Background: an optimization exercise with open tools, aiming at small area and a short achievable clock period. Do not read the settings as production practice.

==> job 6708 <==
// systolic_array
module systolic_array #(
  parameter int ROW_DIM = 4
) (
  input logic clk, rst,
  input logic en, clear,
  input logic signed [7:0] row0_in, row1_in, row2_in, row3_in,
  input logic signed [7:0] col0_in, col1_in, col2_in, col3_in,
  output logic signed [31:0] mac00, mac01, mac02, mac03,  
  output logic signed [31:0] mac10, mac11, mac12, mac13,
  output logic signed [31:0] mac20, mac21, mac22, mac23,
  output logic signed [31:0] mac30, mac31, mac32, mac33
);
Settings: LEC_CHECK=0, CAP_MARGIN=20, CORE_MARGIN=2, CORE_UTILIZATION=40, SETUP_SLACK_MARGIN=3, SLEW_MARGIN=20, SYNTH_HIERARCHICAL=1; clock period 9.0 ns.
standard.sh (not shown) runs the stock make flow with config.mk's settings and CLKGATE_MAP_FILE= SYNTH_SCRIPT=/design/flow/synth_recipe.tcl, a recipe that flattens the netlist after the stock synthesis.
==> flow/flow/run.sh <==
#!/bin/bash
# Standard ORFS layout with two changes:
#  - after the standard synthesis, full adders are re-polarised (flow/fapol.py)
#    to drop most of the inverters Yosys leaves between them;
#  - ports are buffered with sky130_fd_sc_hd__buf_1 instead of the default cell.
# Each tool's output goes to a log file of its own in this folder.
set -euo pipefail
R=orfs/results/${FLOW_PLATFORM}/systolic_array/base
bash standard.sh synth > synth.log 2>&1
python3 flow/fapol.py $R/1_2_yosys.v $R/1_2_yosys_pol.v > fapol.log 2>&1
cp $R/1_2_yosys.v 1_2_yosys_std.v
mv $R/1_2_yosys_pol.v $R/1_2_yosys.v
rm -f $R/1_synth.odb $R/1_synth.sdc
BUFFER_PORTS_ARGS="-buffer_cell sky130_fd_sc_hd__buf_1" bash standard.sh finish > layout.log 2>&1
Other scripts of this flow, unchanged in this note and not shown: flow/flow/fapol.py
==> inputs of job 7164, as changes to job 6708 <==
--- a/flow/design.v
+++ b/flow/design.v
@@ -1,43 +1,121 @@
-module mac_add8 (
-  input  logic [7:0] x, y,
-  output logic [7:0] s,
-  output logic       co
+module mac_add16 (
+  input  logic [15:0] x, y,
+  output logic [15:0] s,
+  output logic        co
 );
-  assign {co, s} = {1'b0, x} + {1'b0, y};
+  wire [15:0] g = x & y;
+  wire [15:0] p = x ^ y;
+  wire G1_1 = g[1] | (p[1] & g[0]);
+  wire P1_1 = p[1] & p[0];
+  wire G1_3 = g[3] | (p[3] & g[2]);
+  wire P1_3 = p[3] & p[2];
+  wire G1_5 = g[5] | (p[5] & g[4]);
+  wire P1_5 = p[5] & p[4];
+  wire G1_7 = g[7] | (p[7] & g[6]);
+  wire P1_7 = p[7] & p[6];
+  wire G1_9 = g[9] | (p[9] & g[8]);
+  wire P1_9 = p[9] & p[8];
+  wire G1_11 = g[11] | (p[11] & g[10]);
+  wire P1_11 = p[11] & p[10];
+  wire G1_13 = g[13] | (p[13] & g[12]);
+  wire P1_13 = p[13] & p[12];
+  wire G1_15 = g[15] | (p[15] & g[14]);
+  wire P1_15 = p[15] & p[14];
+  wire G2_2 = g[2] | (p[2] & G1_1);
+  wire P2_2 = p[2] & P1_1;
+  wire G2_3 = G1_3 | (P1_3 & G1_1);
+  wire P2_3 = P1_3 & P1_1;
+  wire G2_6 = g[6] | (p[6] & G1_5);
+  wire P2_6 = p[6] & P1_5;
+  wire G2_7 = G1_7 | (P1_7 & G1_5);
+  wire P2_7 = P1_7 & P1_5;
+  wire G2_10 = g[10] | (p[10] & G1_9);
+  wire P2_10 = p[10] & P1_9;
+  wire G2_11 = G1_11 | (P1_11 & G1_9);
+  wire P2_11 = P1_11 & P1_9;
+  wire G2_14 = g[14] | (p[14] & G1_13);
+  wire P2_14 = p[14] & P1_13;
+  wire G2_15 = G1_15 | (P1_15 & G1_13);
+  wire P2_15 = P1_15 & P1_13;
+  wire G4_4 = g[4] | (p[4] & G2_3);
+  wire P4_4 = p[4] & P2_3;
+  wire G4_5 = G1_5 | (P1_5 & G2_3);
+  wire P4_5 = P1_5 & P2_3;
+  wire G4_6 = G2_6 | (P2_6 & G2_3);
+  wire P4_6 = P2_6 & P2_3;
+  wire G4_7 = G2_7 | (P2_7 & G2_3);
+  wire P4_7 = P2_7 & P2_3;
+  wire G4_12 = g[12] | (p[12] & G2_11);
+  wire P4_12 = p[12] & P2_11;
+  wire G4_13 = G1_13 | (P1_13 & G2_11);
+  wire P4_13 = P1_13 & P2_11;
+  wire G4_14 = G2_14 | (P2_14 & G2_11);
+  wire P4_14 = P2_14 & P2_11;
+  wire G4_15 = G2_15 | (P2_15 & G2_11);
+  wire P4_15 = P2_15 & P2_11;
+  wire G8_8 = g[8] | (p[8] & G4_7);
+  wire P8_8 = p[8] & P4_7;
+  wire G8_9 = G1_9 | (P1_9 & G4_7);
+  wire P8_9 = P1_9 & P4_7;
+  wire G8_10 = G2_10 | (P2_10 & G4_7);
+  wire P8_10 = P2_10 & P4_7;
+  wire G8_11 = G2_11 | (P2_11 & G4_7);
+  wire P8_11 = P2_11 & P4_7;
+  wire G8_12 = G4_12 | (P4_12 & G4_7);
+  wire P8_12 = P4_12 & P4_7;
+  wire G8_13 = G4_13 | (P4_13 & G4_7);
+  wire P8_13 = P4_13 & P4_7;
+  wire G8_14 = G4_14 | (P4_14 & G4_7);
+  wire P8_14 = P4_14 & P4_7;
+  wire G8_15 = G4_15 | (P4_15 & G4_7);
+  wire P8_15 = P4_15 & P4_7;
+  assign s[0] = p[0];
+  assign s[1] = p[1] ^ g[0];
+  assign s[2] = p[2] ^ G1_1;
+  assign s[3] = p[3] ^ G2_2;
+  assign s[4] = p[4] ^ G2_3;
+  assign s[5] = p[5] ^ G4_4;
+  assign s[6] = p[6] ^ G4_5;
+  assign s[7] = p[7] ^ G4_6;
+  assign s[8] = p[8] ^ G4_7;
+  assign s[9] = p[9] ^ G8_8;
+  assign s[10] = p[10] ^ G8_9;
+  assign s[11] = p[11] ^ G8_10;
+  assign s[12] = p[12] ^ G8_11;
+  assign s[13] = p[13] ^ G8_12;
+  assign s[14] = p[14] ^ G8_13;
+  assign s[15] = p[15] ^ G8_14;
+  assign co = G8_15;
 endmodule
-module mac_out (
-  input  logic [15:0] lo_q, hi_q,
-  input  logic pc_q, up_q, dn_q,
-  output logic [15:0] lo, hi
+module mac_hi (
+  input  logic [15:0] hi_q,
+  input  logic up_q, dn_q,
+  output logic [15:0] hi
 );
-  logic cy, up, dn;
-  assign {cy, lo[15:8]} = {1'b0, lo_q[15:8]} + 9'(pc_q);
-  assign lo[7:0] = lo_q[7:0];
-  assign up = up_q | (cy & ~dn_q);
-  assign dn = dn_q & ~cy;
   always_comb begin
     for (int i = 0; i < 16; i++) begin
-      hi[i] = hi_q[i] ^ ((up & (&(hi_q | (16'hffff << i)))) |
-                         (dn & ~(|(hi_q & ~(16'hffff << i)))));
+      hi[i] = hi_q[i] ^ ((up_q & (&(hi_q | (16'hffff << i)))) |
+                         (dn_q & ~(|(hi_q & ~(16'hffff << i)))));
     end
   end
 endmodule
 module mac (
   input  logic clk, rst,
   input  logic clear,
   input  logic [7:0] a,    
   input  logic [7:0] b,    
   output logic [31:0] accumulate
 );
   logic [15:0] lo_q, hi_q;
-  logic pc_q, up_q, dn_q;
-  logic [15:0] lo, hi;
-  mac_out u_out (.lo_q, .hi_q, .pc_q, .up_q, .dn_q, .lo, .hi);
-  assign accumulate = {hi, lo};
+  logic up_q, dn_q;
+  logic [15:0] hi;
+  mac_hi u_hi (.hi_q, .up_q, .dn_q, .hi);
+  assign accumulate = {hi, lo_q};
+  wire [15:0] lo = lo_q;
   wire pp1 = a[0] & b[0];
   wire pp2 = a[0] & b[1];
   wire pp3 = a[0] & b[2];
   wire pp4 = a[0] & b[3];
   wire pp5 = a[0] & b[4];
   wire pp6 = a[0] & b[5];
   wire pp7 = a[0] & b[6];
@@ -211,29 +289,26 @@
   wire s175 = lo[14] ^ pp64 ^ c148;
   wire c176 = (lo[14] & pp64) | (lo[14] & c148) | (pp64 & c148);
   wire s177 = 1'b1 ^ lo[15];
   wire c178 = 1'b1 & lo[15];
   wire [15:0] ra = {c176, c174, c172, c170, c168, c166, c164, c162, c160, c158, c156, c154, c152, c150, s149, lo[0]};
   wire [15:0] rb = {s177, s175, s173, s171, s169, s167, s165, s163, s161, s159, s157, s155, s153, s151, pp9, pp1};
   wire [15:0] sum;
-  wire c8, c16;
-  mac_add8 u_add_lo (.x(ra[7:0]),  .y(rb[7:0]),  .s(sum[7:0]),  .co(c8));
-  mac_add8 u_add_hi (.x(ra[15:8]), .y(rb[15:8]), .s(sum[15:8]), .co(c16));
+  wire c16;
+  mac_add16 u_add (.x(ra), .y(rb), .s(sum), .co(c16));
   wire t16 = c178;
   always_ff @(posedge clk or posedge rst) begin
     if (rst) begin
       lo_q <= '0;
       hi_q <= '0;
-      pc_q <= 1'b0;
       up_q <= 1'b0;
       dn_q <= 1'b0;
     end else begin
       lo_q <= clear ? 16'd0 : sum;
       hi_q <= clear ? 16'd0 : hi;
-      pc_q <= ~clear & c8;
       up_q <= ~clear & c16 & t16;
       dn_q <= ~clear & ~c16 & ~t16;
     end
   end
 endmodule
 module systolic_array #(
   parameter int ROW_DIM = 4
==> flow/flow/run.sh (replaced) <==
#!/bin/bash
# Standard ORFS layout with three changes:
#  - after the standard synthesis, full adders are re-polarised (flow/fapol.py)
#    to drop most of the inverters Yosys leaves between them;
#  - input ports are buffered with buf_4 (flow/pre_place.tcl) and output
#    ports with buf_1, instead of the default buffer cell.
# Each tool's output goes to a log file of its own in this folder.
set -euo pipefail
R=orfs/results/${FLOW_PLATFORM}/systolic_array/base
bash standard.sh synth > synth.log 2>&1
python3 flow/fapol.py $R/1_2_yosys.v $R/1_2_yosys_pol.v > fapol.log 2>&1
cp $R/1_2_yosys.v 1_2_yosys_std.v
mv $R/1_2_yosys_pol.v $R/1_2_yosys.v
rm -f $R/1_synth.odb $R/1_synth.sdc
export PRE_GLOBAL_PLACE_TCL=$PWD/flow/pre_place.tcl
export BUFFER_PORTS_ARGS="-outputs -buffer_cell sky130_fd_sc_hd__buf_1"
bash standard.sh finish > layout.log 2>&1
==> flow/flow/pre_place.tcl (new file) <==
# Buffer the input ports here with buf_4; global_place.tcl then buffers the
# outputs. The input buffers are marked dont_touch so that the timing-driven
# placement's remove_buffers keeps them.
buffer_ports -inputs -buffer_cell sky130_fd_sc_hd__buf_4
foreach port [get_ports -filter "direction == input"] {
  foreach pin [get_pins -of_objects [get_nets -of_objects $port]] {
    set inst [get_cells -of_objects $pin]
    if {[get_property $inst ref_name] == "sky130_fd_sc_hd__buf_4"} {
      set_dont_touch $inst
    }
  }
}
--- a/flow/config.mk
+++ b/flow/config.mk
@@ -4,10 +4,10 @@
 export VERILOG_FILES = /design/flow/design.v
 export SDC_FILE = /design/flow/constraint.sdc
 export NUM_CORES = 4
 export LEC_CHECK = 0
 export CAP_MARGIN = 20
 export CORE_MARGIN = 2
 export CORE_UTILIZATION = 40
-export SETUP_SLACK_MARGIN = 3
+export SETUP_SLACK_MARGIN = 3.5
 export SLEW_MARGIN = 20
 export SYNTH_HIERARCHICAL = 1
==> qor summary <==
Average footprint of a synthesized cell: job 6708 10.2 µm²; job 7164 10.5 µm²
Core Rows: job 6708 149; job 7164 145
Vertical die dimension: job 6708 412 µm; job 7164 401 µm
Synthesis warning total: job 6708 25; job 7164 25
Buffers on Ports: job 6708 579; job 7164 67
Cell count after synthesis: job 6708 6514; job 7164 6035
Die Span X: job 6708 412 µm; job 7164 401 µm
Cell area after synthesis: job 6708 0.0666 mm²; job 7164 0.0631 mm²
Net count of the mapped netlist: job 6708 7798; job 7164 7303
Initial core utilization: job 6708 40.3%; job 7164 40.4%
Outcome: job 6708 complete, no violations; job 7164 aborted with a tool error
Stage where the flow stopped: job 6708 -; job 7164 3_3_place_gp
Top-Level Pins: job 6708 580; job 7164 580
No functional check of the RTL was part of any run of this note.

[re-timing with driven ports]
No port has a modelled driver above. Below, the same layout with a new extraction and two added sets of constraints. Step 1 sets driving cells, clkbuf_16 on the clock port and buf_2 on the other inputs (assumed; they add their load-dependent delay and slew). Step 2 adds t to the input delays and takes it off the output delays; t is the mean of the earliest and latest rising clock arrival at the registers after step 1. Input paths then give back, and output paths get back, about the clock's delay inside the block. a / b / c = no drivers / after step 1 / after step 2; a / b = the first two.
run: job 6708
t (ns): 0.799
slack for setup (ns): 3.261 / 3.257 / 2.457
worst setup path after step 2: input to register
slew at the worst register clock pin (ns): 0.07 / 0.07
worst data-port slew with drivers (ns): 0.22
After both steps job 6708 still meets setup and hold. For job 6708, drivers alone change the setup slack by -0.004 ns; drivers and shift together by -0.804 ns.
